Context: an optimization exercise on an open-source flow, tuned for small area and a short achievable clock period. The choices shown serve that exercise and are no tape-out recipe.
Power is estimated from default activity; no workload was simulated.

==> flow/design.v (excerpt) <==
module m6502_org (clk, addr, dataenb, datai, datao, irq_n, nmi_n, sob_n, res_n,
   rdy, vpa, sync, we_n);
input   clk;
output  [15:0] addr;
output  dataenb;
input   [7:0] datai;
output  [7:0] datao;
input   irq_n;
input   nmi_n;
input   sob_n;
input   res_n;
input   rdy;
output  vpa;
output  sync;
output  we_n;
reg  [7:0] opcode;
reg  [8:1] state;
reg  [7:0] psrl;
reg  [11:0] alu_ctl;
reg  wel_n, z_flag_f, branch_carry_f, sob_n_f;
reg  type1_calc, type2_calc, type2_write, type2_done, type3_calc;
reg  resetl, reset_proc, nmi_proc, irq_proc, irq, nmi_pend, nmi1, nmi2;
reg  [7:0] areg, xreg, yreg, sreg, dreg, jreg, kreg, lreg, hreg;
reg  [15:0] pc;
reg  syncl, vpa_r;
reg  [2:0] domux_sel;
reg  [1:0] adl_sel;
reg  [3:0] adh_sel;
reg  [7:0] alu_adr;        
wire we_d_n, sreg_up, sreg_cen, opcode_ld, irq_pend;
wire type1_read, type2_read, type3_read;
wire [11:0] alu_ctl_d;
wire [2:0] alu_ld;
wire [6:0] prog_ctl;
wire [6:0] rg_load;
wire [7:0] psr_d, opcode_in;
wire [8:1] state_in;
wire [5:0] alu2op;
wire [7:0] alu_out;
reg  [7:0] alu_wr;         
op_dcd sm (.opcode(opcode), .state(state), .psrl(psrl),
   .type1_calc(type1_calc), .type2_calc(type2_calc), .type2_write(type2_write),
   .type2_done(type2_done), .type3_calc(type3_calc),
   .z_flag_f(z_flag_f), .branch_carry_f(branch_carry_f),
   .reset_proc(reset_proc), .nmi_proc(nmi_proc), .irq_proc(irq_proc),
   .nmi_pend(nmi_pend), .irq(irq), .resetl(resetl), .rdy(rdy),
   .alu2op(alu2op), .datai(datai), .sob_n(sob_n), .sob_n_f(sob_n_f),
   .syncl(syncl),
   .sync_dcd(), .vpa(), .we_d_n(we_d_n), .alu_ctl_d(alu_ctl_d),
   .alu_ld(alu_ld), .sreg_up(sreg_up), .sreg_cen(sreg_cen),
   .prog_ctl(prog_ctl), .rg_load(rg_load), .adl_sel(),
   .adh_sel(), .domux_sel(), .psr_d(),
   .type1_read(type1_read), .type2_read(type2_read), .type3_read(type3_read),
   .opcode_ld(opcode_ld), .opcode_in(opcode_in), .state_in(state_in),
   .irq_pend(irq_pend), .adh_alu());
wire [7:0] psr_d1;
  ...
clock: 14.0 ns
lec_check: 0
abc_area: 1
cap_margin: 20
core_margin: 2
core_utilization: 40
slew_margin: 20
run.sh (not shown) runs the stock make flow with config.mk's settings and CLKGATE_MAP_FILE= SYNTH_SCRIPT=/design/flow/synth_recipe.tcl, a recipe that flattens the netlist after the stock synthesis.
Edit:
--- a/flow/design.v
+++ b/flow/design.v
@@ -1683,17 +1683,18 @@
 wire [11:0] alu_ctl_d;
 wire [2:0] alu_ld;
 wire [6:0] prog_ctl;
 wire [6:0] rg_load;
 wire [7:0] psr_d, opcode_in;
 wire [8:1] state_in;
 wire [5:0] alu2op;
 wire [7:0] alu_out;
-reg  [7:0] alu_wr;         
+wire [7:0] log_out;
+reg  [7:0] alu_r;          
 op_dcd sm (.opcode(opcode), .state(state), .psrl(psrl),
    .type1_calc(type1_calc), .type2_calc(type2_calc), .type2_write(type2_write),
    .type2_done(type2_done), .type3_calc(type3_calc),
    .z_flag_f(z_flag_f), .branch_carry_f(branch_carry_f),
    .reset_proc(reset_proc), .nmi_proc(nmi_proc), .irq_proc(irq_proc),
    .nmi_pend(nmi_pend), .irq(irq), .resetl(resetl), .rdy(rdy),
    .alu2op(alu2op), .datai(datai), .sob_n(sob_n), .sob_n_f(sob_n_f),
    .syncl(syncl),
@@ -1719,17 +1720,17 @@
    .adh_sel(), .domux_sel(), .psr_d(psr_d1),
    .type1_read(), .type2_read(), .type3_read(),
    .opcode_ld(), .opcode_in(), .state_in(),
    .irq_pend(), .adh_alu());
 wire sob_fall = ~sob_n & sob_n_f;
 wire [7:0] psr_d0 = resetl ? 8'b0000_0100 : {psrl[7], psrl[6] | sob_fall, psrl[5:0]};
 assign psr_d = rdy ? psr_d1 : psr_d0;
 m6502alu alu (.jreg(jreg), .kreg(kreg), .alu_ctl(alu_ctl), .alu2op(alu2op),
-   .alu_out(alu_out), .log_out());
+   .alu_out(alu_out), .log_out(log_out));
 reg [7:0] dataor;
 always @* begin
    case (domux_sel)
    3'b000: dataor = 8'h00;
    3'b001: dataor = areg;
    3'b010: dataor = psrl;
    3'b011: dataor = sreg;
    3'b100: dataor = xreg;
@@ -1832,29 +1833,17 @@
    .prog_ctl(), .rg_load(), .adl_sel(adl_sel_b),
    .adh_sel(adh_sel_b), .domux_sel(domux_sel_b), .psr_d(),
    .type1_read(), .type2_read(), .type3_read(),
    .opcode_ld(), .opcode_in(), .state_in(),
    .irq_pend(), .adh_alu());
 wire bv2 = state[2] & opcode[7:6] == 2'b01 & opcode[4:0] == 5'b10000;
 wire sync_n0 = bv2 ? psr_d0[6] ^ opcode[5] : syncl;
 wire [7:0] alu_adr_n = rdy ? datai + {7'b0, alu2op[3]} : alu_adr;
-wire [7:0] wr_dcd = 8'b1 << alu_ctl_d[10:8];
-wire [7:0] wr_lbp = alu_ctl_d[7] ? kreg : alu_ctl_d[6] ? wr_dcd : 8'h00;
-wire [7:0] wr_lb = alu_ctl_d[11] ? ~wr_lbp : wr_lbp;
-reg  [7:0] wr_log;
-always @* begin
-   case (alu_ctl_d[1:0])
-   2'b00: wr_log = jreg & wr_lb;
-   2'b01: wr_log = jreg | wr_lb;
-   2'b10: wr_log = jreg ^ wr_lb;
-   default: wr_log = ~jreg & wr_lb;
-   endcase
-end
-wire [7:0] alu_wr_n = (rdy & alu_ctl_d[2]) ? (alu_ctl_d[5] ? 8'h00 : wr_log) : alu_out;
+wire [7:0] alu_wr = alu_ctl[5] ? 8'h00 : alu_ctl[2] ? log_out : alu_r;
 wire [7:0] addrl = adl_sel == 2'b00 ? pc[7:0] :
                    adl_sel == 2'b01 ? dreg :
                    adl_sel == 2'b10 ? sreg : lreg;
 wire [7:0] pre_y;
 assign pre_y[0] = (alu_adr[0] & adh_sel[3] | dreg[0] & adh_sel[2] | adh_sel[0]) & ~adh_sel[1];
 assign pre_y[7:1] = (alu_adr[7:1] & {7{adh_sel[3]}} | dreg[7:1] & {7{adh_sel[2]}}) & ~{7{adh_sel[1] | adh_sel[0]}};
 wire [7:0] addrh = adh_sel == 4'b0000 ? pc[15:8] : pre_y;
 assign addr = {addrh, addrl};
@@ -1903,11 +1892,11 @@
       adh_sel <= adh_sel_n1;
    end else if (resetl) begin
       vpa_r <= vpa_b;
       domux_sel <= domux_sel_b;
       adl_sel <= adl_sel_b;
       adh_sel <= adh_sel_b;
    end
    alu_adr <= alu_adr_n;
-   alu_wr <= alu_wr_n;
+   alu_r <= alu_out;
 end
 endmodule
Outcome: Die area fell by 3.9%. Global-route usage fell by 0.24 points. First-iteration DRC count rose by 0.36%. Sequential share of layout area rose by 1.2 points. Setup slack is worse by 480 ps. Clock power hardly moves. Sequential power fell by about 1%. Clock skew rose by 4.2 ps.
No functional check of the RTL was part of any run of this note.

afterwards: timing with drivers on the ports:
No port has a modelled driver above. Below, the same layouts with a new extraction and two added sets of constraints. Step 1 (the two cells are an assumption about what drives the block):
set clk [get_ports {clk}]
set_driving_cell -lib_cell sky130_fd_sc_hd__clkbuf_16 $clk
set_driving_cell -lib_cell sky130_fd_sc_hd__buf_2 [delete_from_list [all_inputs] $clk]
Step 2 moves the port delays by t, midway between the first and last clock arrival at a register: inputs arrive t later, outputs are due t later. That takes back most of the time a late clock gives input paths. a / b / c = ideal ports / drivers / drivers and shift; a / b = the first two.
| run | t (ns) | setup slack, ns | hold slack, ns | worst slew at a driven data input, ns | cell pins on the clock port's net |
|---|---|---|---|---|---|
| the first run | 0.489 | 8.078 / 8.026 / 8.066 | 0.356 / 0.356 / 0.356 | 0.04 | 1 |
| the second run | 0.485 | 7.598 / 7.545 / 8.011 | 0.358 / 0.358 / 0.358 | 0.03 | 1 |
After both steps setup and hold are still met in every run listed. The setup slack of the first run, which loses most, moves by -0.052 ns with the drivers and by -0.012 ns with both steps.
